What follows belongs to an exercise in optimizing a design on an open flow for small area; a production flow would make more cautious choices. In this exercise RTL edits were held to simulation tests only and were not proved equivalent to the original. Power figures rest on the tool's default switching activity, not on a simulated workload.

`flow/design.v`:
```
`timescale 1ns / 1ps
module MouseTransmitter(
	input 		RESET,
	input 		CLK,
	input 		CLK_MOUSE_IN,		 
	input 		FALL,				 
	input 		DATA_MOUSE_IN,
	output 		CLK_MOUSE_OUT_EN,
	output 		DATA_MOUSE_OUT,
	output 		DATA_MOUSE_OUT_EN,
	input 		SEND_BYTE,
	input 		IS_F4,
	input 		CLK_LOW_DONE,		 
	output 		CLK_LOW_COUNT,		 
	output 		BYTE_SENT
);
	localparam [4:0] T_IDLE = 5'd0, T_SB = 5'd1, T_1A = 5'd2, T_1 = 5'd3, T_2 = 5'd4,
	                 T_3 = 5'd5, T_B0 = 5'd8, T_5 = 5'd16, T_6 = 5'd17,
	                 T_7 = 5'd18, T_8 = 5'd19, T_9 = 5'd20, T_10 = 5'd21, T_BS = 5'd22;
	reg [4:0] State;
	reg       DataOut;
	wire in_bits = (State[4:3] == 2'b01);
	wire [2:0] bit_idx = State[2:0];
	wire [2:0] bit_inc = {bit_idx[2] ^ (&bit_idx[1:0]), bit_idx[1] ^ bit_idx[0], ~bit_idx[0]};
	always @(posedge CLK) begin
		if (RESET)
			State <= T_IDLE;
		else if (in_bits) begin
			if (FALL)
				State <= (bit_idx == 3'd7) ? T_5 : {2'b01, bit_inc};
		end else case (State)
			T_IDLE: if (SEND_BYTE) State <= T_SB;
			T_SB:   State <= T_1A;
			T_1A:   State <= T_1;
			T_1:    if (CLK_LOW_DONE) State <= T_2;
			T_2:    State <= T_3;
			T_3:    if (FALL) State <= T_B0;
			T_5:    if (FALL) State <= T_6;
			T_6:    if (FALL) State <= T_7;
			T_7:    State <= T_8;
			T_8:    if (~DATA_MOUSE_IN) State <= T_9;
			T_9:    if (~CLK_MOUSE_IN) State <= T_10;
			T_10:   if (DATA_MOUSE_IN & CLK_MOUSE_IN) State <= T_BS;
			default: State <= T_IDLE;
		endcase
	end
	wire bit_zero = IS_F4 & ((bit_idx == 3'd0) | (bit_idx == 3'd1) | (bit_idx == 3'd3));
	always @(posedge CLK) begin
		if (RESET)
			DataOut <= 1'b0;
		else if (in_bits)
			DataOut <= ~bit_zero;
		else if (State == T_5)
			DataOut <= ~IS_F4;
		else
			DataOut <= (State == T_6);
	end
	assign CLK_MOUSE_OUT_EN  = (State == T_1) | (State == T_2);
	assign DATA_MOUSE_OUT_EN = (State >= T_3) & (State <= T_7);
	assign DATA_MOUSE_OUT    = DataOut;
	assign CLK_LOW_COUNT     = (State == T_1);
	assign BYTE_SENT         = (State == T_BS);
endmodule
`timescale 1ns / 1ps
module MouseReceiver(
	input 				RESET,
	input 				CLK,
	input 				FALL,			 
	input 				DATA_MOUSE_IN,
	input 				READ_ENABLE,
	input 				SHIFT_IN,		 
	output 				START,			 
	output 				SHIFT,			 
	output [2:0] 		BIT_INDEX,
	output [7:0] 		BYTE_READ,
	output 				BYTE_ERROR,		 
	output 				BYTE_READY
);
	localparam [3:0] S_B8 = 4'd8, S_PAR = 4'd9, S_STOP = 4'd10, S_DONE = 4'd11,
	                 S_READY = 4'd12, S_IDLE = 4'd13;
	reg [3:0]  State;
	reg [7:0]  ShiftReg;
	reg        Err;
	reg [15:0] Tmo;
	wire       timeout = (Tmo == 16'hbd88);	 
	wire       in_bits = ~State[3];			 
	wire       idle    = (State == S_READY) | (State == S_IDLE);
	wire       s_par   = (State == S_PAR);
	wire       s_stop  = (State == S_STOP);
	assign START = idle & READ_ENABLE & FALL & ~DATA_MOUSE_IN;
	assign SHIFT = FALL & in_bits;
	wire       tmo_clr = FALL & ((~timeout & (in_bits | s_par)) | s_stop);
	wire       tmo_fb  = Tmo[15] ^ Tmo[14] ^ Tmo[12] ^ Tmo[3] ^ ~|Tmo[14:0];
	always @(posedge CLK) begin
		if (RESET | tmo_clr)
			Tmo <= 16'd0;
		else
			Tmo <= {Tmo[14:0], tmo_fb};
	end
	wire [3:0] inc = {State[3] ^ (&State[2:0]), State[2] ^ (&State[1:0]),
	                  State[1] ^ State[0], ~State[0]};
	always @(posedge CLK) begin
		if (RESET)
			State <= S_IDLE;
		else if (idle)
			State <= START ? 4'd0 : S_IDLE;
		else if (State <= S_PAR) begin
			if (timeout)
				State <= S_IDLE;
			else if ((State == S_B8) | FALL)
				State <= inc;
		end else if (s_stop) begin
			if (FALL)
				State <= S_DONE;
		end else if (State == S_DONE)
			State <= S_READY;
		else
			State <= S_IDLE;
	end
	always @(posedge CLK)
		if (SHIFT)
			ShiftReg <= {SHIFT_IN, ShiftReg[7:1]};
	always @(posedge CLK) begin
		if (idle)
			Err <= 1'b1;
		else if (FALL & (in_bits | s_par))
			Err <= Err ^ DATA_MOUSE_IN;
		else if (FALL & s_stop)
			Err <= Err | ~DATA_MOUSE_IN;
	end
	assign BIT_INDEX  = State[2:0];
	assign BYTE_READY = (State == S_READY);
	assign BYTE_READ  = ShiftReg;
	assign BYTE_ERROR = Err;
endmodule
`timescale 1ns / 1ps
module MouseMasterSM(
	input 			CLK,
	input 			RESET,
	output 			SEND_BYTE,
	output 			IS_F4,
	input 			BYTE_SENT,
	input 			CLK_LOW_COUNT,
	output 			CLK_LOW_DONE,
	output 			READ_ENABLE,
	input [7:0] 	BYTE_READ,
	input 			BYTE_ERROR,
	input 			BYTE_READY,
	output 			STATUS_LOAD,	 
	output 			DX_LOAD,		 
	output 			ADD_X,			 
	output 			ADD_Y,			 
	output 			SEND_INTERRUPT
);
	reg [3:0]  State;
	reg [22:0] Cnt;
	reg        ReadEnable;
	reg        SendInterrupt;
	wire good = BYTE_READY & ~BYTE_ERROR;
	wire wait_done = ((Cnt & 23'h7ff7d8) == 23'h1bd110);	 
	wire tmo_done  = ((Cnt & 23'h7ffff5) == 23'h413051);	 
	assign CLK_LOW_DONE = ((Cnt & 23'h7fb020) == 23'h212020);	 
	wire cnt_run = ((State == 4'd0) & ~wait_done)
	             | ((State == 4'd9) & ~BYTE_READY & ~tmo_done)
	             | (CLK_LOW_COUNT & ~CLK_LOW_DONE);
	always @(posedge CLK) begin
		if (RESET | ~cnt_run)
			Cnt <= 23'd0;
		else
			Cnt <= {Cnt[21:0], ~(Cnt[22] ^ Cnt[17])};
	end
	always @(posedge CLK) begin
		if (RESET)
			State <= 4'd0;
		else case (State)
			4'd0:  if (wait_done) State <= 4'd1;
			4'd1:  State <= 4'd2;
			4'd2:  if (BYTE_SENT) State <= 4'd3;
			4'd3:  if (BYTE_READY) State <= (good & (BYTE_READ == 8'hFA)) ? 4'd4 : 4'd0;
			4'd4:  if (BYTE_READY) State <= (good & (BYTE_READ == 8'hAA)) ? 4'd5 : 4'd0;
			4'd5:  if (BYTE_READY) State <= (good & (BYTE_READ == 8'h00)) ? 4'd6 : 4'd0;
			4'd6:  State <= 4'd7;
			4'd7:  if (BYTE_SENT) State <= 4'd8;
			4'd8:  if (BYTE_READY) State <= (good & (BYTE_READ == 8'hFA)) ? 4'd9 : 4'd0;
			4'd9:  if (BYTE_READY) State <= good ? 4'd10 : 4'd0;
			       else if (tmo_done) State <= 4'd0;
			4'd10: if (BYTE_READY) State <= good ? 4'd11 : 4'd0;
			4'd11: if (BYTE_READY) State <= good ? 4'd12 : 4'd0;
			4'd12: State <= 4'd9;
			default: State <= 4'd0;
		endcase
	end
	always @(posedge CLK) begin
		if (RESET) begin
			ReadEnable    <= 1'b0;
			SendInterrupt <= 1'b0;
		end else begin
			ReadEnable    <= (State == 4'd3) | (State == 4'd4) | (State == 4'd5) | (State == 4'd8)
			               | (State == 4'd9) | (State == 4'd10) | (State == 4'd11);
			SendInterrupt <= (State == 4'd12);
		end
	end
	assign SEND_BYTE      = (State == 4'd1) | (State == 4'd6);
	assign IS_F4          = (State == 4'd7);
	assign READ_ENABLE    = ReadEnable;
	assign STATUS_LOAD    = (State == 4'd9) & good;
	assign DX_LOAD        = (State == 4'd10) & good;
	assign ADD_X          = (State == 4'd10);
	assign ADD_Y          = (State == 4'd11);
	assign SEND_INTERRUPT = SendInterrupt;
endmodule
`timescale 1ns / 1ps
module SevenSegmentDisplay(
	input 			       CLK,
	input 			       RESET,
	input       [3:0]	   DIGIT1, DIGIT2, DIGIT3, DIGIT4,
    output reg	[3:0]	   SEG_SELECT_OUT,
    output reg  [7:0]      HEX_OUT
);
	reg [1:0]  Sel;
	reg [3:0]  Bin;
	reg [17:0] Cnt;
	wire last = ((Cnt & 18'h3ffdd) == 18'h111c4);	 
	always @(posedge CLK) begin
		if (RESET) begin
			Sel <= 2'd0;
			Bin <= 4'd0;
			Cnt <= 18'd0;
		end else if (last) begin
			Sel <= {Sel[1] ^ Sel[0], ~Sel[0]};
			Cnt <= 18'd0;
		end else begin
			Cnt <= {Cnt[16:0], ~(Cnt[17] ^ Cnt[10])};
			case (Sel)
				2'd0: Bin <= DIGIT1;
				2'd1: Bin <= DIGIT2;
				2'd2: Bin <= DIGIT3;
				2'd3: Bin <= DIGIT4;
			endcase
		end
	end
	localparam [15:0] SEG0 = 16'h2812;
	localparam [15:0] SEG1 = 16'hd860;
	localparam [15:0] SEG2 = 16'hd004;
	localparam [15:0] SEG3 = 16'h8692;
	localparam [15:0] SEG4 = 16'h02ba;
	localparam [15:0] SEG5 = 16'h208e;
	localparam [15:0] SEG6 = 16'h1083;
	always @* begin
		HEX_OUT[0] = SEG0[Bin];
		HEX_OUT[1] = SEG1[Bin];
		HEX_OUT[2] = SEG2[Bin];
		HEX_OUT[3] = SEG3[Bin];
		HEX_OUT[4] = SEG4[Bin];
		HEX_OUT[5] = SEG5[Bin];
		HEX_OUT[6] = SEG6[Bin];
		HEX_OUT[7] = 1'b1;
		case (Sel)
			2'd0: SEG_SELECT_OUT = 4'b1110;
			2'd1: SEG_SELECT_OUT = 4'b1101;
			2'd2: SEG_SELECT_OUT = 4'b1011;
			default: SEG_SELECT_OUT = 4'b0111;
		endcase
	end
endmodule
`timescale 1ns / 1ps
module MouseTransceiver(
	input 			RESET,
	input 			CLK,
	input 			CLK_MOUSE_IN,		 
	output 			CLK_MOUSE_OUT_EN,	 
	input 			DATA_MOUSE_IN,		 
	output 			DATA_MOUSE_OUT,		 
	output 			DATA_MOUSE_OUT_EN,	 
        output  [3:0] SEG_SELECT_OUT,
        output  [7:0] HEX_OUT,
        output  [1:0] LED_OUT
);
	reg       ClkMouseIn;
	reg       ClkLast;
	reg [2:0] ClkRun;		 
	reg       ClkMouseInDly;
	wire      run_full = &ClkRun;
	always @(posedge CLK) begin
		if (RESET)
			ClkMouseIn <= 1'b0;
		else if (run_full)
			ClkMouseIn <= ClkLast;
	end
	always @(posedge CLK) begin
		if (~RESET) begin
			ClkLast <= CLK_MOUSE_IN;
			if (CLK_MOUSE_IN != ClkLast)
				ClkRun <= 3'd0;
			else if (~run_full)
				ClkRun <= {ClkRun[2] ^ (&ClkRun[1:0]), ClkRun[1] ^ ClkRun[0], ~ClkRun[0]};
		end
	end
	always @(posedge CLK)
		ClkMouseInDly <= ClkMouseIn;
	wire Fall = ClkMouseInDly & ~ClkMouseIn;
	wire 			SendByte, IsF4, ByteSent, ClkLowCount, ClkLowDone;
	MouseTransmitter T(
					.RESET (RESET),
					.CLK(CLK),
					.CLK_MOUSE_IN(ClkMouseIn),
					.FALL(Fall),
					.DATA_MOUSE_IN(DATA_MOUSE_IN),
					.CLK_MOUSE_OUT_EN(CLK_MOUSE_OUT_EN),
					.DATA_MOUSE_OUT(DATA_MOUSE_OUT),
					.DATA_MOUSE_OUT_EN(DATA_MOUSE_OUT_EN),
					.SEND_BYTE(SendByte),
					.IS_F4(IsF4),
					.CLK_LOW_DONE(ClkLowDone),
					.CLK_LOW_COUNT(ClkLowCount),
					.BYTE_SENT(ByteSent)
	);
	wire 			ReadEnable;
	wire [7:0] 		ByteRead;
	wire 			ByteError;
	wire 			ByteReady;
	wire 			RxStart, RxShift, ShiftIn;
	wire [2:0] 		BitIndex;
	MouseReceiver R(
					.RESET(RESET),
					.CLK(CLK),
					.FALL(Fall),
					.DATA_MOUSE_IN(DATA_MOUSE_IN),
					.READ_ENABLE(ReadEnable),
					.SHIFT_IN(ShiftIn),
					.START(RxStart),
					.SHIFT(RxShift),
					.BIT_INDEX(BitIndex),
					.BYTE_READ(ByteRead),
					.BYTE_ERROR(ByteError),
					.BYTE_READY(ByteReady)
	);
	wire 			StatusLoad, DxLoad, AddX, AddY, SendInterrupt;
	MouseMasterSM MSM(
					.RESET(RESET),
					.CLK(CLK),
					.SEND_BYTE(SendByte),
					.IS_F4(IsF4),
					.BYTE_SENT(ByteSent),
					.CLK_LOW_COUNT(ClkLowCount),
					.CLK_LOW_DONE(ClkLowDone),
					.READ_ENABLE(ReadEnable),
					.BYTE_READ(ByteRead),
					.BYTE_ERROR(ByteError),
					.BYTE_READY(ByteReady),
					.STATUS_LOAD(StatusLoad),
					.DX_LOAD(DxLoad),
					.ADD_X(AddX),
					.ADD_Y(AddY),
					.SEND_INTERRUPT(SendInterrupt)
	);
	reg [7:0] MouseX;
	reg [6:0] MouseY;
	reg [7:0] NextX;
	reg [5:0] Status;		 
	reg       Carry;
	reg [1:0] Led;
	wire       SignX = Status[2];
	wire       SignY = Status[3];
	wire       Add   = AddX | AddY;
	wire       Ovf   = AddX ? Status[4] : Status[5];
	wire       Sign  = AddX ? SignX : SignY;
	wire       MoveBit = Ovf ? ~Sign : DATA_MOUSE_IN;
	wire       PosBit  = AddX ? MouseX[BitIndex] : ((BitIndex != 3'd7) & MouseY[BitIndex[2:0]]);
	assign     ShiftIn = Add ? (MoveBit ^ PosBit ^ Carry) : DATA_MOUSE_IN;
	always @(posedge CLK) begin
		if (RxStart)
			Carry <= 1'b0;
		else if (RxShift)
			Carry <= (MoveBit & PosBit) | (Carry & (MoveBit | PosBit));
	end
	always @(posedge CLK) begin
		if (StatusLoad)
			Status <= {ByteRead[7:4], ByteRead[1:0]};
		if (DxLoad)
			NextX <= (Carry ^ SignX) ? 8'd0 :
			         (~SignX & ByteRead[7] & (ByteRead[6] | ByteRead[5])) ? 8'd159 : ByteRead;
	end
	always @(posedge CLK) begin
		if (RESET) begin
			Led    <= 2'd0;
			MouseX <= 8'd80;
			MouseY <= 7'd60;
		end else if (SendInterrupt) begin
			Led    <= Status[1:0];
			MouseX <= NextX;
			MouseY <= (Carry ^ SignY) ? 7'd0 :
			          (~SignY & (ByteRead[7] | (&ByteRead[6:3]))) ? 7'd119 : ByteRead[6:0];
		end
	end
	SevenSegmentDisplay SevenSeg(
					.CLK(CLK),
					.RESET(RESET),
					.HEX_OUT(HEX_OUT),
					.SEG_SELECT_OUT(SEG_SELECT_OUT),
					.DIGIT1(MouseY[3:0]),
					.DIGIT2({1'b0, MouseY[6:4]}),
					.DIGIT3(MouseX[3:0]),
					.DIGIT4(MouseX[7:4])
	);
	assign LED_OUT = Led;
endmodule
```
`flow/run.sh`:
```
#!/bin/bash
# synth_recipe.tcl (not shown) runs the flow's synth.tcl, then flattens the netlist and writes it again
# the make line also repeats each setting of config.mk as NAME=value (left out here)
make -C /OpenROAD-flow-scripts/flow DESIGN_CONFIG=/design/flow/config.mk WORK_HOME=/design/flow/orfs CLKGATE_MAP_FILE= SYNTH_SCRIPT=/design/flow/synth_recipe.tcl finish
```
`flow/config.mk`:
```
export PLATFORM = sky130hd
export DESIGN_NAME = MouseTransceiver
export DESIGN_NICKNAME = MouseTransceiver
export VERILOG_FILES = /design/flow/design.v
export SDC_FILE = /design/flow/constraint.sdc
export NUM_CORES = 4
export LEC_CHECK = 0
export CAP_MARGIN = 20
export CORE_MARGIN = 2
export CORE_UTILIZATION = 60
export CTS_BUF_LIST = sky130_fd_sc_hd__clkbuf_4
export CTS_CLUSTER_DIAMETER = 100
export CTS_CLUSTER_SIZE = 30
export SLEW_MARGIN = 20
```
`flow/constraint.sdc`:
```
create_clock -name core_clock -period 10.0 [get_ports {CLK}]
set_input_delay 2.0000 -clock core_clock [delete_from_list [all_inputs] [get_ports {CLK}]]
set_output_delay 2.0000 -clock core_clock [all_outputs]
set_load 0.01 [all_outputs]
```
==> results.txt, run 1 <==
Synth unique cells: 76
Via density: 5.80
Post-synth top area share: 0.338
Synth top area cells: dfxtp_1 34%, edfxtp_1 13%, ha_1 5.5%
Share of layout cells above drive strength 1: 0.0708
Die area: 10700 µm²
Post-CTS Setup Bufs: 0
Final Cycle Share: 0.440
Fillers: 810
Post-synthesis sequential area ratio: 0.469
Util after Layout: 0.666
Max Clock Freq: 227 MHz
Synth Area per Inst: 9.64 µm²
Clk sink count: 126
Number of synthesized flops with an enable pin: 26
CTS root buf: clkbuf_4
Initial Utilization: 0.612
Area of the mapped netlist: 5930 µm²
Clock skew: 0.0170 ns
H-tree lvl count: 4
RSZ-0062 raised after global routing: no
Chip Width: 103 µm
CP Capture Type: primary output
Gate power share: 0.153
DRT iter0 DRCs: 279
IO Count: 21
Largest net degree at the start of global routing: 43
Commonest cells in the netlist: 100 x dfxtp_1, 48 x nand2_1, 42 x and2_1
Total of warnings raised by yosys: 5
Row Count: 36
Hold-fix buffers at CTS: 0
Final WL: 12000 µm
Cell-internal power: 0.000759 W
Seq pwr share: 0.521
Max Cap Violations: 0
Area delta synth->final: 8.74%
TritonCTS clock tree: yes
Drt first pass iters: 5
Startpoint Class: register
Gpl congestion: 0.871
CTS max path bufs: 2
All-layer global routing usage: 0.240
Crit path max fanout: 8
Kind of critical path: reg -> out
Worst relative slew slack: 0.409
First-pass GRT wire length: 19800 µm
Final hold violation count: 0
Ys flop type: dfxtp_1
Core area: 9680 µm²
Type of the worst min-delay path: reg -> reg
Number of global-route vias before repair: 4250
Status: complete, no violations
Synth Instances: 615
Clk network pwr share: 0.326
CP cell instances: ha_1 -> nand2_1 -> a211oi_1 -> clkdlybuf4s50_1
Antenna violations before repair: 0
Final setup fails: 0
Worst Path Buf+Inv: 1
Most common cell in the netlist: dfxtp_1
Cell Area, Placed: 6160 µm²
Overall Power: 0.00106 W
Worst endpoint data arrival time: 2.40 ns
Period minus WS final: 4.40 ns
Worst-Margin Slew: 0.880 ns
Leak Pwr: 2.51 nW
Number of port buffers: 19
GRT overflow: 0
Worst-path clk slew: 0.12 ns
Synthesized Nets: 646
Peak supply drop: 187 µV
Worst Path Required: 8.00 ns
CTS resizes: 0
CTS Buf Count: 17
DR vias: 4471
Drt drc: 0
Die Y: 103 µm
Switching power: 0.000306 W
Cell family with most CP delay: buffers and inverters
Post-route cell area: 6450 µm²
Worst-Skew Late Latency: 0.54 ns
Antenna Nets Post-Route: 0
Sw Share: 0.288
Area leader, netlist: dfxtp_1
Final #Nets: 654
Pwr/cell area: 165 nW/µm²
Slowest CP cell: clkdlybuf4s50_1
Hpwl dp: 8320 µm
Worst path max stage delay: 0.59 ns
Slew Limit Fails: 0
Async S/R FF share, synth: 0
Synthesized flop and latch total: 126
Setup TNS: 0 ns
WL/cell: 15.5 µm
## routing by layer
| layer | up-vias | GRT usage | share of wire |
|---|---|---|---|
| li1 | 2231 | - | - |
| met1 | 2106 | 0.298 | 0.46 |
| met2 | 104 | 0.390 | 0.47 |
| met3 | 30 | 0.0571 | 0.042 |
| met4 | 0 | 0.122 | 0.030 |
| met5 | - | 0 | 0 |
## layout by cell type, fill, tap and decap left out, types with 4 or more instances in the layout
| cell | n |
|---|---|
| and3_1 | 17 |
| nor4b_1 | 5 |
| xnor2_1 | 7 |
| o21ai_0 | 33 |
| nand2b_1 | 11 |
| edfxtp_1 | 26 |
| nor4_1 | 4 |
| nand3_1 | 4 |
| clkdlybuf4s50_1 | 19 |
| nor3_1 | 20 |
| dfxtp_1 | 100 |
| or4_1 | 4 |
| a31oi_1 | 4 |
| nand4_1 | 4 |
| inv_1 | 30 |
| ha_1 | 26 |
| mux2i_1 | 21 |
| and2_1 | 42 |
| a21oi_1 | 32 |
| nor2b_1 | 12 |
| nand2_1 | 48 |
| o211ai_1 | 4 |
| nand3b_1 | 6 |
| clkbuf_4 | 18 |
| nor2_1 | 40 |
## final cells by class
class / count / area (µm²) / area share
multi-input combinational: 428 / 2910 / 0.451
sequential: 126 / 2780 / 0.432
timing repair buffer: 20 / 198 / 0.0307
tap: 133 / 166 / 0.0258
clock inverter: 14 / 141 / 0.0219
clock buffer: 18 / 135 / 0.0210
inverter: 30 / 113 / 0.0175
antenna: 2 / 5.00 / 0.000776
## sequential cells by signal, indices dropped and copies added (netlist names), 5 cells and up
name	flops
MSM.Cnt	23
SevenSeg.Cnt	18
R.Tmo	16
MouseX	8
NextX	8
R.ShiftReg	8
MouseY	7
Status	6
T.State	5
## metrics by stage
step                      worst slack (ns)  hold WS, ns  cells
final                                 5.60        0.451    771
after global routing                  5.39        0.472    769
after CTS                             5.59        0.457    769
after detailed placement              5.88        0.413    737
after global placement                5.92        0.420    737
after floorplan                       6.83        0.383    615
## logic make-up (layout without fill, tap and decap cells)
group | Yosys count | count (layout) | synth area share
fa+ha+maj | 27 | 27 | 0.0582
xor+xnor | 9 | 9 | 0.0133
buf+inv | 61 | 82 | 0.0414
mux | 24 | 24 | 0.0468
compound gates | 121 | 121 | 0.136
flops | 126 | 126 | 0.469
simple gates | 246 | 246 | 0.234
other cells | 1 | 3 | 0.000632
## power by group through the flow
stage               Combinational (W)  Clock (W)  Sequential, W
floorplan                    0.000131          0       0.000554
global placement             0.000157          0       0.000566
detailed placement           0.000160          0       0.000566
CTS                          0.000161   0.000351       0.000555
global route                 0.000182   0.000376       0.000558
finish                       0.000163   0.000347       0.000555
## worst register-to-register path, cell delays in order, from the launching register on
cell,delay [ns]
dfxtp_1,0.69
or4bb_1,0.58
and4_4,0.21
or3_4,0.41
or4_4,0.49
a311oi_2,0.26
## worst paths after layout
path,from,to,slack (ns),cells after the start
setup / recovery,T.State[0],CLK_MOUSE_OUT_EN,5.60,4
hold / removal,R.Tmo[5],R.Tmo[6],0.45,1
setup reg to reg,MSM.State[2],T.State[3],7.28,5
hold reg to reg,R.Tmo[5],R.Tmo[6],0.45,1
==> run 2, diff against run 1 <==
--- a/flow/config.mk
+++ b/flow/config.mk
@@ -7,8 +7,5 @@
 export LEC_CHECK = 0
 export CAP_MARGIN = 20
 export CORE_MARGIN = 2
-export CORE_UTILIZATION = 60
-export CTS_BUF_LIST = sky130_fd_sc_hd__clkbuf_4
-export CTS_CLUSTER_DIAMETER = 100
-export CTS_CLUSTER_SIZE = 30
+export CORE_UTILIZATION = 40
 export SLEW_MARGIN = 20
==> run 2 against run 1 <==
Clock skew fell by 0.0080 ns. Synthesized cell count is the same. Utilization is 19 points lower. Clock power grew 91%. Power rose by 30%. Die area rose by 48%. Cell count grew 6.4%. Critical path type unchanged. Still clean on timing, DRC and antenna. Global-route usage fell by 7.8 points. Non-clock buffer count unchanged. Sequential power barely moved. Critical path depth is 1 higher. Cell area is 6.9% higher. Largest power group is now the clock network.
==> results.txt, run 2 <==
R2R cell count: 5
DRT iter0 DRCs: 350
Total of warnings raised by yosys: 5
Worst relative slew slack: 0.419
Worst-Margin Slew: 0.869 ns
Hold Path Origin: MSM.Cnt[1]
H-tree lvl count: 4
Reg2Reg Capture Point: T.State[3]
Hpwl dp: 8610 µm
CP Capture Type: primary output
Core area: 14500 µm²
Antenna Nets Post-Route: 0
Worst Path Required: 8.00 ns
Crit path max fanout: 8
Post-CTS Setup Bufs: 0
RSZ-0062 raised after global routing: no
Synthesized Nets: 646
Most common cell after layout, fill and taps aside: dfxtp_1
GRT overflow: 0
RR Startpoint: MSM.State[2]
First-pass GRT wire length: 20800 µm
Ys flop type: dfxtp_1
Commonest cells after routing, fill and taps aside: 100 x dfxtp_1, 48 x nand2_1, 42 x and2_1
Pwr/cell area: 201 nW/µm²
IO Count: 21
Post-synthesis sequential area ratio: 0.469
Die area: 15800 µm²
Area delta synth->final: 16.2%
Number of port buffers: 19
Die Y: 126 µm
Worst-path clk slew: 0.05 ns
Most common cell in the netlist: dfxtp_1
Initial Utilization: 0.408
Number of synthesized flops with an enable pin: 26
Final #Nets: 654
Period minus WS final: 4.26 ns
Via density: 5.40
WL/cell: 15.3 µm
Largest register FFs: 23
Kind of critical path: reg -> out
Final setup fails: 0
Largest net degree at the start of global routing: 43
Commonest cells in the netlist: 100 x dfxtp_1, 48 x nand2_1, 42 x and2_1
Gpl congestion: 0.832
Startpoint Class: register
Synth top area cells: dfxtp_1 34%, edfxtp_1 13%, ha_1 5.5%
CP cell instances: inv_1 -> ha_1 -> nand2_1 -> a211oi_1 -> clkdlybuf4s50_1
Status: complete, no violations
CTS Buf Count: 17
Reg2Reg Setup Slack: 7.37 ns
Area leader, netlist: dfxtp_1
Final WL: 12500 µm
CTS max path bufs: 2
Worst-Skew Late Latency: 0.41 ns
Synth unique cells: 76
Hold-fix buffers at CTS: 0
Final hold violation count: 0
Synth Area per Inst: 9.64 µm²
Peak supply drop: 135 µV
Final Non-Filler Cells: 820
Slew Limit Fails: 0
TritonCTS clock tree: yes
Chip Width: 126 µm
Leak Pwr: 2.68 nW
Max Clock Freq: 235 MHz
Biggest regs: MSM.Cnt: 23 flops, SevenSeg.Cnt: 18 flops, R.Tmo: 16 flops
Post-synth top area share: 0.338
Area of the mapped netlist: 5930 µm²
Final Cycle Share: 0.426
Type of the worst min-delay path: reg -> reg
Share of layout cells above drive strength 1: 0.0723
CTS resizes: 0
CTS root buf: clkbuf_16
Synth Instances: 615
Max Cap Violations: 0
Drt drc: 0
Worst path max stage delay: 0.60 ns
Worst endpoint data arrival time: 2.26 ns
Worst Path Buf+Inv: 2
Cell family with most CP delay: buffers and inverters
Placed instance count: 788
Row Count: 44
Top reg by flops: MSM.Cnt
Hold depth: 1
Drt first pass iters: 6
Number of global-route vias before repair: 4190
Clock skew: 0.00898 ns
All-layer global routing usage: 0.162
ANT cells: 0
Clk sink count: 126
Setup TNS: 0 ns
DR vias: 4430
Slowest CP cell: clkdlybuf4s50_1
Synthesized flop and latch total: 126
Async S/R FF share, synth: 0
Antenna violations before repair: 0
Fillers: 1315
Worst Hold End: MSM.Cnt[2]
Worst hold slack: 0.432 ns
run 2: changes by cell type in the layout (fill, tap and decap cells not counted), sizes merged:
| cell | delta |
|---|---|
| inv | -3 |
| clkbuf | +8 |
| clkinv | -5 |
| diode | -2 |
run 2: stage by stage:
stage	instance area (µm²)	setup slack (ns)	utilization	power (W)
finish	6890	5.74	0.474	0.00138
global route	6890	5.59	0.474	0.00144
CTS	6890	5.70	0.474	0.00139
detailed placement	6230	5.86	0.429	0.000730
global placement	6220	5.92	0.428	0.000726
floorplan	5930	6.83	-	0.000685
run 2: how the worst max path moves through the flow:
stage	from	endpoint	slack [ns]	cells after the start
after global placement	RESET	MSM.Cnt[1]	5.92	5
final	T.State[0]	CLK_MOUSE_OUT_EN	5.74	5
after CTS	T.State[0]	CLK_MOUSE_OUT_EN	5.70	5
after detailed placement	RESET	MSM.Cnt[12]	5.86	5
after global routing	T.State[0]	CLK_MOUSE_OUT_EN	5.59	5
after floorplan	T.State[0]	CLK_MOUSE_OUT_EN	6.83	3
run 2: layout make-up:
cell class	instances	area (µm²)	area share
clock inverter	6	87.6	0.0127
clock buffer	26	573	0.0832
sequential	126	2780	0.404
tap	184	230	0.0334
timing repair buffer	20	198	0.0287
multi-input combinational	428	2910	0.422
inverter	30	113	0.0163
run 2: report_power, final:
part | internal (W) | leakage (nW) | switching [W]
clock | 0.000445 | 0.324 | 0.000216
combinational | 0.0000754 | 1.31 | 0.0000894
sequential | 0.000533 | 1.05 | 0.0000235
run 2: layer usage:
metal	wire length, µm	vias to the layer above	GRT usage
li1	-	2222	-
met1	5920	2071	0.217
met2	5840	119	0.254
met3	634	18	0.0467
met4	137	0	0.0511
met5	0	-	0
run 2: kinds of logic after synthesis:
logic type                 after synthesis  share of synthesized area
AOI/OAI and AO/OA                      121                      0.136
xor gates and xnor gates                 9                     0.0133
adders and majority gates               27                     0.0582
buffers and inverters                   61                     0.0414
DFF                                    126                      0.469
muxes                                   24                     0.0468
other                                    1                   0.000632
and+or+nand+nor                        246                      0.234
run 2: worst reg2reg max path, delay by kind of cell, from the launching register on:
kind | cells | cell delay, ns
flops | 1 | 0.65
simple gates | 4 | 1.66
compound gates | 1 | 0.23
==> run 3, diff against run 2 <==
==> flow/flow/run.sh (new file) <==
#!/bin/bash
# The standard layout (standard.sh), with three changes to how it is made:
#  - no full/half-adder extraction before ABC (ADDER_MAP_FILE empty), so ABC
#    maps all the logic itself; registers are mapped exactly as before;
#  - clock tree from small clkbuf_4 buffers in large clusters, without dummy
#    loads;
#  - port buffers are buf_1 cells.
# Each tool's full output goes to flow.log (and ORFS's own logs under orfs/).
set -euo pipefail
bash standard.sh \
  ADDER_MAP_FILE= \
  "CTS_ARGS=-sink_clustering_enable -repair_clock_nets -buf_list sky130_fd_sc_hd__clkbuf_4 -sink_clustering_size 30 -sink_clustering_max_diameter 100 -dont_use_dummy_load" \
  "BUFFER_PORTS_ARGS=-buffer_cell sky130_fd_sc_hd__buf_1" \
  finish > flow.log 2>&1
==> flow/standard.sh (new file) <==
#!/bin/bash
# synth_recipe.tcl (not shown) runs the flow's synth.tcl, then flattens the netlist and writes it again
# the make line also repeats each setting of config.mk as NAME=value (left out here)
make -C /OpenROAD-flow-scripts/flow DESIGN_CONFIG=/design/flow/config.mk WORK_HOME=/design/flow/orfs CLKGATE_MAP_FILE= SYNTH_SCRIPT=/design/flow/synth_recipe.tcl "${@:-finish}"
--- a/flow/config.mk
+++ b/flow/config.mk
@@ -7,5 +7,5 @@
 export LEC_CHECK = 0
 export CAP_MARGIN = 20
 export CORE_MARGIN = 2
-export CORE_UTILIZATION = 40
+export CORE_UTILIZATION = 60
 export SLEW_MARGIN = 20
removed: flow/run.sh
==> run 3 against run 2 <==
Still clean on timing, DRC and antenna. Die area shrank 37%. Critical path depth fell by 1. Hold slack got worse by 0.0058 ns. Routed wire length is 15% lower. First-iteration DRC count is 45% lower. Clock skew rose by 0.034 ns. Sequential share of layout area is 8.2 points higher. Maximum frequency increased by 12%. Register-to-register slack improved by 0.18 ns. Critical path type unchanged. Largest power group is now sequential cells. Highest routed layer unchanged.
==> results.txt, run 3 <==
Status: complete, no violations
CTS max path bufs: 2
Synthesized flop and latch total: 126
RSZ-0062 raised after global routing: no
Util after Layout: 0.629
Seq pwr share: 0.616
Post-synthesis sequential area ratio: 0.503
WL/cell: 15.5 µm
Final Cycle Share: 0.380
Startpoint Class: register
First-pass GRT wire length: 18600 µm
Worst Setup SP: T.State[2]
Hpwl dp: 7140 µm
Drt first pass iters: 4
Gate power share: 0.133
H-tree lvl count: 4
RR Startpoint: R.State[2]
Leak Pwr: 2.08 nW
Clk network pwr share: 0.251
Overall Power: 0.000906 W
Drt drc: 0
Number of port buffers: 19
Synth top area cells: dfxtp_1 36%, edfxtp_1 14%, and2_1 4.6%
Crit path max fanout: 15
IO Count: 21
Commonest cells in the netlist: 100 x dfxtp_1, 57 x nor2_1, 41 x and2_1
DR vias: 4071
Worst endpoint data arrival time: 1.80 ns
Hold Path Origin: ClkMouseIn
Setup TNS: 0 ns
Most common cell after layout, fill and taps aside: dfxtp_1
Hold-fix buffers at CTS: 0
Pwr/cell area: 158 nW/µm²
Peak supply drop: 103 µV
Worst Path Required: 8.00 ns
CTS Buf Count: 17
Biggest regs: MSM.Cnt: 23 flops, SevenSeg.Cnt: 18 flops, R.Tmo: 16 flops
Final WL: 10700 µm
Commonest cells after routing, fill and taps aside: 100 x dfxtp_1, 57 x nor2_1, 41 x and2_1
Gpl congestion: 0.858
Slew Limit Fails: 0
Antenna violations before repair: 0
CP Capture Type: primary output
CTS resizes: 0
ANT cells: 0
Synth Area per Inst: 9.54 µm²
Number of global-route vias before repair: 3894
CTS root buf: clkbuf_4
Fillers: 795
Area delta synth->final: 3.46%
Largest register FFs: 23
Worst-Margin Slew: 0.944 ns
Final hold violation count: 0
Placed instance count: 673
Antenna Nets Post-Route: 0
Most common cell in the netlist: dfxtp_1
Area leader, netlist: dfxtp_1
Kind of critical path: reg -> out
GRT overflow: 0
Worst-path clk slew: 0.09 ns
Max Cap Violations: 0
Core area: 9110 µm²
Cell-internal power: 0.000663 W
Clk sink count: 126
Post-route cell area: 5730 µm²
Period minus WS final: 3.80 ns
Row Count: 35
Switching power: 0.000243 W
Type of the worst min-delay path: reg -> reg
Final #Nets: 585
Initial Utilization: 0.608
Worst-Skew Late Latency: 0.50 ns
DRT iter0 DRCs: 194
Max Clock Freq: 263 MHz
All-layer global routing usage: 0.231
Final setup fails: 0
Total of warnings raised by yosys: 5
Largest net degree at the start of global routing: 43
Post-synth top area share: 0.362
Worst relative slew slack: 0.371
Synthesized Nets: 584
Number of synthesized flops with an enable pin: 26
Share of layout cells above drive strength 1: 0.0518
Post-CTS Setup Bufs: 0
Cell Area, Placed: 5600 µm²
Area of the mapped netlist: 5540 µm²
Synth unique cells: 61
Via density: 5.90
Die Y: 100 µm
Die area: 10000 µm²
TritonCTS clock tree: yes
Chip Width: 100 µm
Ys flop type: dfxtp_1
Synth Instances: 580
Top reg by flops: MSM.Cnt
Async S/R FF share, synth: 0
Clock skew: 0.0432 ns
Final Non-Filler Cells: 690
Sw Share: 0.268
-- run 3: logic make-up after synthesis --
group	count (synthesis)	share of synthesized area
and+or+nand+nor	251	0.248
xor gates and xnor gates	14	0.0222
buffers and inverters	54	0.0393
AOI/OAI and AO/OA	105	0.121
muxes	29	0.0660
DFF	126	0.503
other	1	0.000677
-- run 3: final timing paths --
kind / end / slack [ns] / depth (start not counted)
worst min-delay path: ClkMouseInDly / 0.43 / 0
worst max-delay path: DATA_MOUSE_OUT_EN / 6.20 / 4
worst min register to register: ClkMouseInDly / 0.43 / 0
worst max register to register: Status[4] / 7.55 / 3
-- run 3: power by group through the flow --
stage	logic [W]	clock network (W)	registers (W)
2_1_floorplan	0.000112	0	0.000551
3_3_place_gp	0.000115	0	0.000569
3_5_place_dp	0.000119	0	0.000570
4_1_cts	0.000119	0.000236	0.000558
5_1_grt	0.000134	0.000257	0.000563
6_report	0.000120	0.000228	0.000558
-- run 3: per-stage QoR --
| stage | setup WS [ns] | hold WS, ns |
|---|---|---|
| final | 6.20 | 0.426 |
| after global routing | 5.99 | 0.437 |
| after CTS | 6.17 | 0.426 |
| after detailed placement | 6.21 | 0.411 |
| after global placement | 6.05 | 0.414 |
| after floorplan | 6.87 | 0.383 |
-- run 3: per-layer routing --
metal | wire (µm) | global-route usage
met1 | 5280 | 0.319
met2 | 4790 | 0.359
met3 | 462 | 0.0564
met4 | 138 | 0.0811
met5 | 0 | 0
-- run 3: area by class of cell --
| type | instances | area, µm² | area share |
|---|---|---|---|
| Timing Repair Buffer | 19 | 72.6 | 0.0127 |
| Clock buffer | 17 | 128 | 0.0223 |
| Multi-Input combinational cell | 400 | 2540 | 0.444 |
| Inverter | 17 | 63.8 | 0.0111 |
| Tap cell | 111 | 139 | 0.0243 |
| Sequential cell | 126 | 2780 | 0.486 |
-- run 3: critical path, stage by stage, from the launching register on --
cell	delay (ns)
dfxtp_1	0.46
or2_2	0.41
a21o_1	0.17
and3_1	0.16
buf_1	0.12
==> run 4, diff against run 3 <==
==> flow/flow/run.sh (replaced) <==
#!/bin/bash
# The standard layout (standard.sh) with these changes to how it is made:
#  - synthesis is the standard synthesis script, but ABC maps with an
#    area-oriented script (flow/area.abc) and no full/half-adder extraction
#    runs before it; registers are mapped exactly as in the standard synthesis;
#  - the clock tree uses clkbuf cells named in CTS_BUFS, in large clusters,
#    without dummy loads;
#  - port buffers are buf_1 cells.
# Each tool's full output goes to flow.log, next to ORFS's own logs in orfs/.
set -euo pipefail
W=$(pwd)
CTS_BUFS=${CTS_BUFS:-"sky130_fd_sc_hd__clkbuf_8"}
CTS_CLUSTER=${CTS_CLUSTER:-"-sink_clustering_size 40 -sink_clustering_max_diameter 200"}
sed "/synth_preamble.tcl/a set abc_args [lreplace \$abc_args 1 1 $W/flow/area.abc]" \
  "$FLOW_HOME/scripts/synth.tcl" > "$W/orfs_synth.tcl"
sed "s#\$::env(SCRIPTS_DIR)/synth.tcl#$W/orfs_synth.tcl#" "$W/synth_recipe.tcl" > "$W/own_synth.tcl"
bash standard.sh \
  SYNTH_SCRIPT="$W/own_synth.tcl" \
  ADDER_MAP_FILE= \
  "CTS_ARGS=-sink_clustering_enable -repair_clock_nets -buf_list $CTS_BUFS $CTS_CLUSTER -dont_use_dummy_load" \
  "BUFFER_PORTS_ARGS=-buffer_cell sky130_fd_sc_hd__buf_1" \
  finish > flow.log 2>&1
==> flow/flow/area.abc (new file) <==
strash
&get -n
&fraig -x
&put
scorr
dc2
strash
&get -n
&dch -f
&nf -R 1000
&put
==> run 4 against run 3 <==
First-iteration DRC count grew 86%. Cell count grew 2.9%. Via count rose by 4.2%. Routed wire length is 3.1% higher. Still clean. Die area decreased by 5.6%. Critical path depth stayed put. Setup slack got worse by 0.041 ns. Clock skew down 0.015 ns. Synthesized cell count fell by 2.6%.
==> results.txt, run 4 <==
CTS Buf Count: 17
CTS max path bufs: 2
Chip Width: 97.2 µm
RSZ-0062 raised after global routing: no
Number of port buffers: 19
Worst-path clk slew: 0.06 ns
Synth top area cells: dfxtp_1 38%, edfxtp_1 15%, and2_0 6.6%
TritonCTS clock tree: yes
Util after Layout: 0.664
Worst-Skew Late Latency: 0.43 ns
Ys flop type: dfxtp_1
Number of synthesized flops with an enable pin: 26
Row Count: 34
Gate power share: 0.177
Post-synthesis sequential area ratio: 0.534
Drt drc: 0
Synthesized Nets: 569
Worst path max stage delay: 0.52 ns
Final Cycle Share: 0.384
Period minus WS final: 3.84 ns
H-tree lvl count: 4
Most common cell after layout, fill and taps aside: dfxtp_1
Largest register FFs: 23
Clock skew: 0.0284 ns
Biggest regs: MSM.Cnt: 23 flops, SevenSeg.Cnt: 18 flops, R.Tmo: 16 flops
Pwr/cell area: 190 nW/µm²
Type of the worst min-delay path: reg -> reg
Drt first pass iters: 5
Switching power: 0.000317 W
Area delta synth->final: 8.95%
Core area: 8550 µm²
Peak supply drop: 127 µV
DRT iter0 DRCs: 360
Cell-internal power: 0.000763 W
Synthesized flop and latch total: 126
Sw Share: 0.294
Final #Nets: 608
Die area: 9450 µm²
All-layer global routing usage: 0.239
Gpl congestion: 0.925
CP cell instances: and2_0 -> nand2_1 -> o21ai_0 -> buf_1
Area leader, netlist: dfxtp_1
Synth unique cells: 50
Leak Pwr: 1.99 nW
Async S/R FF share, synth: 0
Hpwl dp: 7450 µm
WL/cell: 15.5 µm
Top reg by flops: MSM.Cnt
Commonest cells after routing, fill and taps aside: 100 x dfxtp_1, 77 x nor2_1, 55 x and2_0
Worst-Margin Slew: 1.02 ns
Post-synth top area share: 0.384
GRT overflow: 0
Crit path max fanout: 10
Post-CTS Setup Bufs: 0
Via density: 5.98
Synth Area per Inst: 9.23 µm²
Fillers: 705
Clk sink count: 126
Max Cap Violations: 0
Post-route cell area: 5680 µm²
CTS resizes: 0
Largest net degree at the start of global routing: 37
Most common cell in the netlist: dfxtp_1
Worst relative slew slack: 0.312
Antenna Nets Post-Route: 0
Status: complete, no violations
Die Y: 97.2 µm
Number of global-route vias before repair: 3937
Area of the mapped netlist: 5210 µm²
Startpoint Class: register
Final WL: 11000 µm
Antenna violations before repair: 0
Initial Utilization: 0.610
Slew Limit Fails: 0
First-pass GRT wire length: 18500 µm
Worst endpoint data arrival time: 1.84 ns
CTS root buf: clkbuf_8
Slowest CP cell: dfxtp_1
Seq pwr share: 0.534
Final hold violation count: 0
CP Capture Type: primary output
Cell Area, Placed: 5430 µm²
ANT cells: 0
Clk network pwr share: 0.289
Worst Path Required: 8.00 ns
DR vias: 4244
Share of layout cells above drive strength 1: 0.0365
IO Count: 21
Commonest cells in the netlist: 100 x dfxtp_1, 78 x nor2_1, 55 x and2_0
Hold-fix buffers at CTS: 0
Setup TNS: 0 ns
Worst hold slack: 0.436 ns
Synth Instances: 565
Total of warnings raised by yosys: 5
Max Clock Freq: 260 MHz
Final setup fails: 0
Kind of critical path: reg -> out
-- run 4: cell type report --
type / instances / area, µm² / area share
clock buffer: 17 / 234 / 0.0412
inverter: 8 / 30.0 / 0.00529
timing repair buffer: 21 / 87.6 / 0.0154
tap: 108 / 135 / 0.0238
sequential: 126 / 2780 / 0.490
multi-input combinational: 430 / 2410 / 0.424
-- run 4: critical path, delay by kind of cell (launching register included) --
family / cells / cell delay, ns
flops: 1 / 0.52
compound gates: 1 / 0.17
simple gates: 2 / 0.56
buf+inv: 1 / 0.17
-- run 4: final timing paths --
kind / from / to / slack, ns / cells after the start
worst max-delay path: T.State[1] / CLK_MOUSE_OUT_EN / 6.16 / 4
worst max register to register: R.State[2] / MSM.State[3] / 7.26 / 7
worst min register to register: MSM.Cnt[1] / MSM.Cnt[2] / 0.44 / 1
worst min-delay path: MSM.Cnt[1] / MSM.Cnt[2] / 0.44 / 1
-- run 4: power by group through the flow --
stage | clock network (W) | registers, W | logic (W)
finish | 0.000312 | 0.000577 | 0.000192
global route | 0.000337 | 0.000581 | 0.000211
CTS | 0.000317 | 0.000576 | 0.000187
detailed placement | 0 | 0.000586 | 0.000186
global placement | 0 | 0.000586 | 0.000182
floorplan | 0 | 0.000577 | 0.000145
-- run 4: cells by family after synthesis --
family                    count (synthesis)  share of synthesized area
other                                     1                   0.000719
xor gates and xnor gates                 12                     0.0202
buffers and inverters                     9                    0.00720
and+or+nand+nor                         288                      0.286
DFF                                     126                      0.534
AOI/OAI and AO/OA                       127                      0.149
muxes                                     2                    0.00384
-- run 4: metal layers --
| metal | wire length, µm | GRT usage | vias to the layer above |
|---|---|---|---|
| li1 | - | - | 2094 |
| met1 | 5320 | 0.332 | 2018 |
| met2 | 5090 | 0.374 | 121 |
| met3 | 504 | 0.0612 | 11 |
| met4 | 93 | 0.0639 | 0 |
| met5 | 0 | 0 | - |
-- run 4: through the flow --
| stage | cells | setup WS, ns | total power [W] |
|---|---|---|---|
| 2_1_floorplan | 565 | 6.74 | 0.000722 |
| 3_3_place_gp | 693 | 6.30 | 0.000768 |
| 3_5_place_dp | 693 | 6.12 | 0.000773 |
| 4_1_cts | 710 | 6.19 | 0.00108 |
| 5_1_grt | 710 | 5.95 | 0.00113 |
| 6_report | 710 | 6.16 | 0.00108 |
==> run 5, diff against run 4 <==
--- a/flow/design.v
+++ b/flow/design.v
@@ -82,7 +82,7 @@
 	reg [7:0]  ShiftReg;
 	reg        Err;
 	reg [15:0] Tmo;
-	wire       timeout = (Tmo == 16'hbd88);	 
+	wire       timeout = (Tmo == 16'h18fa);	 
 	wire       in_bits = ~State[3];			 
 	wire       idle    = (State == S_READY) | (State == S_IDLE);
 	wire       s_par   = (State == S_PAR);
@@ -90,12 +90,12 @@
 	assign START = idle & READ_ENABLE & FALL & ~DATA_MOUSE_IN;
 	assign SHIFT = FALL & in_bits;
 	wire       tmo_clr = FALL & ((~timeout & (in_bits | s_par)) | s_stop);
-	wire       tmo_fb  = Tmo[15] ^ Tmo[14] ^ Tmo[12] ^ Tmo[3] ^ ~|Tmo[14:0];
+	wire       tmo_fb  = Tmo[15] ^ Tmo[14] ^ Tmo[12] ^ Tmo[3] ^ (Tmo[14:0] == 15'h2aaa);
 	always @(posedge CLK) begin
 		if (RESET | tmo_clr)
 			Tmo <= 16'd0;
 		else
-			Tmo <= {Tmo[14:0], tmo_fb};
+			Tmo <= {~Tmo[14:0], tmo_fb};
 	end
 	wire [3:0] inc = {State[3] ^ (&State[2:0]), State[2] ^ (&State[1:0]),
 	                  State[1] ^ State[0], ~State[0]};
@@ -157,9 +157,9 @@
 	reg        ReadEnable;
 	reg        SendInterrupt;
 	wire good = BYTE_READY & ~BYTE_ERROR;
-	wire wait_done = ((Cnt & 23'h7ff7d8) == 23'h1bd110);	 
-	wire tmo_done  = ((Cnt & 23'h7ffff5) == 23'h413051);	 
-	assign CLK_LOW_DONE = ((Cnt & 23'h7fb020) == 23'h212020);	 
+	wire wait_done = ((Cnt & 23'h6fffc8) == 23'h6d6e08);	 
+	wire tmo_done  = ((Cnt & 23'h7ffffc) == 23'h01df9c);	 
+	assign CLK_LOW_DONE = ((Cnt & 23'h7de420) == 23'h3c4400);	 
 	wire cnt_run = ((State == 4'd0) & ~wait_done)
 	             | ((State == 4'd9) & ~BYTE_READY & ~tmo_done)
 	             | (CLK_LOW_COUNT & ~CLK_LOW_DONE);
@@ -167,7 +167,7 @@
 		if (RESET | ~cnt_run)
 			Cnt <= 23'd0;
 		else
-			Cnt <= {Cnt[21:0], ~(Cnt[22] ^ Cnt[17])};
+			Cnt <= {~Cnt[21:0], Cnt[22] ^ Cnt[17]};
 	end
 	always @(posedge CLK) begin
 		if (RESET)
@@ -220,7 +220,7 @@
 	reg [1:0]  Sel;
 	reg [3:0]  Bin;
 	reg [17:0] Cnt;
-	wire last = ((Cnt & 18'h3ffdd) == 18'h111c4);	 
+	wire last = ((Cnt & 18'h3ffbf) == 18'h21e84);	 
 	always @(posedge CLK) begin
 		if (RESET) begin
 			Sel <= 2'd0;
@@ -230,7 +230,7 @@
 			Sel <= {Sel[1] ^ Sel[0], ~Sel[0]};
 			Cnt <= 18'd0;
 		end else begin
-			Cnt <= {Cnt[16:0], ~(Cnt[17] ^ Cnt[10])};
+			Cnt <= {~Cnt[16:0], Cnt[17] ^ Cnt[10]};
 			case (Sel)
 				2'd0: Bin <= DIGIT1;
 				2'd1: Bin <= DIGIT2;
@@ -356,15 +356,14 @@
 	);
 	reg [7:0] MouseX;
 	reg [6:0] MouseY;
-	reg [7:0] NextX;
-	reg [5:0] Status;		 
+	reg [7:0] NextX;		 
+	reg [3:0] Status;		 
 	reg       Carry;
 	reg [1:0] Led;
-	wire       SignX = Status[2];
-	wire       SignY = Status[3];
+	wire       SignY = Status[2];
 	wire       Add   = AddX | AddY;
-	wire       Ovf   = AddX ? Status[4] : Status[5];
-	wire       Sign  = AddX ? SignX : SignY;
+	wire       Ovf   = AddX ? NextX[1] : Status[3];
+	wire       Sign  = AddX ? NextX[0] : SignY;
 	wire       MoveBit = Ovf ? ~Sign : DATA_MOUSE_IN;
 	wire       PosBit  = AddX ? MouseX[BitIndex] : ((BitIndex != 3'd7) & MouseY[BitIndex[2:0]]);
 	assign     ShiftIn = Add ? (MoveBit ^ PosBit ^ Carry) : DATA_MOUSE_IN;
@@ -375,11 +374,13 @@
 			Carry <= (MoveBit & PosBit) | (Carry & (MoveBit | PosBit));
 	end
 	always @(posedge CLK) begin
-		if (StatusLoad)
-			Status <= {ByteRead[7:4], ByteRead[1:0]};
+		if (StatusLoad) begin
+			Status <= {ByteRead[7], ByteRead[5], ByteRead[1:0]};
+			NextX[1:0] <= {ByteRead[6], ByteRead[4]};
+		end
 		if (DxLoad)
-			NextX <= (Carry ^ SignX) ? 8'd0 :
-			         (~SignX & ByteRead[7] & (ByteRead[6] | ByteRead[5])) ? 8'd159 : ByteRead;
+			NextX <= (Carry ^ NextX[0]) ? 8'd0 :
+			         (~NextX[0] & ByteRead[7] & (ByteRead[6] | ByteRead[5])) ? 8'd159 : ByteRead;
 	end
 	always @(posedge CLK) begin
 		if (RESET) begin
--- a/flow/flow/run.sh
+++ b/flow/flow/run.sh
@@ -9,8 +9,8 @@
 # Each tool's full output goes to flow.log, next to ORFS's own logs in orfs/.
 set -euo pipefail
 W=$(pwd)
-CTS_BUFS=${CTS_BUFS:-"sky130_fd_sc_hd__clkbuf_8"}
-CTS_CLUSTER=${CTS_CLUSTER:-"-sink_clustering_size 40 -sink_clustering_max_diameter 200"}
+CTS_BUFS=${CTS_BUFS:-"sky130_fd_sc_hd__clkbuf_4"}
+CTS_CLUSTER=${CTS_CLUSTER:-"-sink_clustering_size 30 -sink_clustering_max_diameter 100"}
 sed "/synth_preamble.tcl/a set abc_args [lreplace \$abc_args 1 1 $W/flow/area.abc]" \
   "$FLOW_HOME/scripts/synth.tcl" > "$W/orfs_synth.tcl"
 sed "s#\$::env(SCRIPTS_DIR)/synth.tcl#$W/orfs_synth.tcl#" "$W/synth_recipe.tcl" > "$W/own_synth.tcl"
==> run 5 against run 4 <==
Still clean. Clock-buffer cell count stayed put. Cell count is 1.3% higher. Via count is 0.68% higher. Cell area is 5.7% lower. Clock power is 27% lower. Synthesized area is 3.9% lower. Global-route usage is 2.2 points higher. Highest routed layer unchanged.
==> results.txt, run 5 <==
Status: complete, no violations
TritonCTS clock tree: yes
Final WL: 10900 µm
Number of port buffers: 19
Worst path max stage delay: 0.42 ns
Post-synthesis sequential area ratio: 0.543
Biggest regs: MSM.Cnt: 23 flops, SevenSeg.Cnt: 18 flops, R.Tmo: 16 flops
Reg area: 2720 µm²
Worst endpoint data arrival time: 1.82 ns
Commonest cells after routing, fill and taps aside: 138 x nor2_1, 100 x dfxtp_1, 57 x nand2_1
Peak supply drop: 136 µV
Most frequent CP cell: nor2_1
Synthesized Nets: 580
Gate power share: 0.218
Synth unique cells: 45
Final #Nets: 620
Switching power: 0.000377 W
CTS Buf Count: 17
Commonest cells in the netlist: 138 x nor2_1, 100 x dfxtp_1, 57 x nand2_1
GRT overflow: 0
Hold-fix buffers at CTS: 0
H-tree lvl count: 4
Total of warnings raised by yosys: 5
First-pass GRT wire length: 18500 µm
Final hold violation count: 0
Pwr/cell area: 210 nW/µm²
Clock skew: 0.0384 ns
Post-synth top area share: 0.400
Slowest CP cell: dfxtp_1
CTS root buf: clkbuf_4
Chip Width: 95.4 µm
Drt drc: 0
Startpoint Class: register
Worst-Skew Late Latency: 0.50 ns
Hpwl dp: 7530 µm
Die area: 9100 µm²
Multi-input logic area: 2230 µm²
Row Count: 33
Cell-internal power: 0.000748 W
Synth Instances: 576
All-layer global routing usage: 0.261
Seq pwr share: 0.578
DR vias: 4273
Clk network pwr share: 0.203
Number of synthesized flops with an enable pin: 24
Type of the worst min-delay path: reg -> reg
Async S/R FF share, synth: 0
Worst Path Required: 8.00 ns
Clk sink count: 124
Most common cell after layout, fill and taps aside: nor2_1
Die Y: 95.4 µm
ANT cells: 0
Cell family with most CP delay: simple AND/OR/NAND/NOR gates
Drt first pass iters: 9
Synth top area cells: dfxtp_1 40%, edfxtp_1 14%, nor2_1 10%
Worst relative slew slack: 0.482
Most common cell in the netlist: nor2_1
Largest net degree at the start of global routing: 30
Ys flop type: dfxtp_1
Area leader, netlist: dfxtp_1
Setup TNS: 0 ns
Post-CTS Setup Bufs: 0
Share of layout cells above drive strength 1: 0.0326
Antenna violations before repair: 0
Fillers: 712
Crit path max fanout: 6
Synthesized flop and latch total: 124
Core area: 8130 µm²
CTS resizes: 0
Final setup fails: 0
Top reg by flops: MSM.Cnt
CP cell instances: clkinv_1 -> nor2_1 -> nor2_1 -> nor2_1 -> xnor2_1 -> buf_1
Number of global-route vias before repair: 3871
WL/cell: 15.2 µm
Gpl congestion: 0.889
CP Capture Type: primary output
CTS max path bufs: 2
Max Cap Violations: 0
Worst-path clk slew: 0.10 ns
Worst Path Buf+Inv: 2
Antenna Nets Post-Route: 0
Largest register FFs: 23
Overall Power: 0.00112 W
Max Clock Freq: 262 MHz
Area of the mapped netlist: 5010 µm²
RSZ-0062 raised after global routing: no
Sw Share: 0.335
Final WS setup: 6.18 ns
Synth Area per Inst: 8.70 µm²
DRT iter0 DRCs: 373
Period minus WS final: 3.82 ns
Kind of critical path: reg -> out
IO Count: 21
Area delta synth->final: 6.89%
Worst-Margin Slew: 0.777 ns
Via density: 5.94
Final Cycle Share: 0.382
Slew Limit Fails: 0
Worst slack at placement: 6.08 ns
Leak Pwr: 1.97 nW
Initial Utilization: 0.616
## run 5: changes by cell type after synthesis, sizes merged, moves of 4 or more
cell / change
or2: -4
a211oi: -6
clkinv: +5
a22oi: -4
nor4b: -4
and2: -48
nand4: +6
nor2: +60
nand2: +11
## run 5: metrics by stage
stage	cell area [µm²]	util	hold WS, ns	instances
after global placement	5230	0.643	0.368	702
after global routing	5360	0.658	0.398	719
after CTS	5360	0.658	0.386	719
after detailed placement	5230	0.643	0.377	702
final	5360	0.658	0.373	719
after floorplan	5010	-	0.368	576
## run 5: worst register-to-register path: stages (launching register included)
cell      delay [ns]
dfxtp_1         0.64
nor2_1          0.23
nand3_1         0.24
nor2_1          0.12
nand2_1         0.12
clkinv_1        0.31
nor2_1          0.24
clkinv_1        0.15
nor3_1          0.29
a31oi_1         0.14
## run 5: cell type report
cell class | count | area share
flip-flops and latches | 124 | 0.508
multi-input cells | 438 | 0.417
well taps | 105 | 0.0245
clock buffers | 17 | 0.0238
repair buffers | 22 | 0.0175
inverters | 13 | 0.00911
## run 5: routing by layer
layer	global-route usage	wire [µm]	vias up
met4	0.0762	177	0
met3	0.0664	662	19
met2	0.406	5010	166
met1	0.363	5060	1970
li1	-	-	2118
met5	0	0	-
## run 5: final timing paths
| kind | slack, ns | to | from | cells after the start |
|---|---|---|---|---|
| hold reg to reg | 0.37 | MSM.Cnt[2] | MSM.Cnt[1] | 1 |
| setup / recovery | 6.18 | HEX_OUT[3] | SevenSeg.Bin[2] | 6 |
| setup reg to reg | 7.40 | MSM.State[3] | R.State[1] | 9 |
| hold / removal | 0.37 | MSM.Cnt[2] | MSM.Cnt[1] | 1 |
## run 5: kinds of logic after synthesis
logic type / share of synthesized area
and+or+nand+nor: 0.276
DFF: 0.543
AOI/OAI and AO/OA: 0.145
buffers and inverters: 0.0112
xor gates and xnor gates: 0.0192
muxes: 0.00400
other: 0.000749
## run 5: power by group through the flow
stage / registers, W / clock network, W / logic (W)
2_1_floorplan: 0.000638 / 0 / 0.000189
3_3_place_gp: 0.000660 / 0 / 0.000232
3_5_place_dp: 0.000660 / 0 / 0.000239
4_1_cts: 0.000649 / 0.000235 / 0.000243
5_1_grt: 0.000662 / 0.000256 / 0.000278
6_report: 0.000650 / 0.000229 / 0.000246

afterwards: timing with drivers on the ports:
Ports are ideal in the flow. The routed layouts listed here were re-timed in OpenROAD.
Step 1: set_driving_cell puts a clkbuf_16 on CLK and a buf_2 on each other input, an assumption about the parent block.
Step 2, shift: input delay + t, output delay - t, t = (earliest + latest rising clock arrival at the registers) / 2. This alone moves slack from input paths to output paths.
Three values: ideal, step 1, step 2; two values: the first two.
| run | t (ns) | setup slack, ns | worst hold slack (ns) |
|---|---|---|---|
| run 1 | 0.568 | 5.600 / 5.563 / 5.919 | 0.451 / 0.451 / 0.451 |
| run 2 | 0.446 | 5.744 / 5.707 / 5.856 | 0.432 / 0.432 / 0.432 |
| run 3 | 0.512 | 6.200 / 6.166 / 6.227 | 0.426 / 0.426 / 0.426 |
| run 4 | 0.448 | 6.159 / 6.127 / 6.086 | 0.436 / 0.436 / 0.436 |
| run 5 | 0.508 | 6.180 / 6.150 / 6.105 | 0.373 / 0.373 / 0.373 |
After both steps setup and hold are still met in every run listed. The setup slack of run 5, which loses most, moves by -0.030 ns with the drivers and by -0.075 ns with both steps.
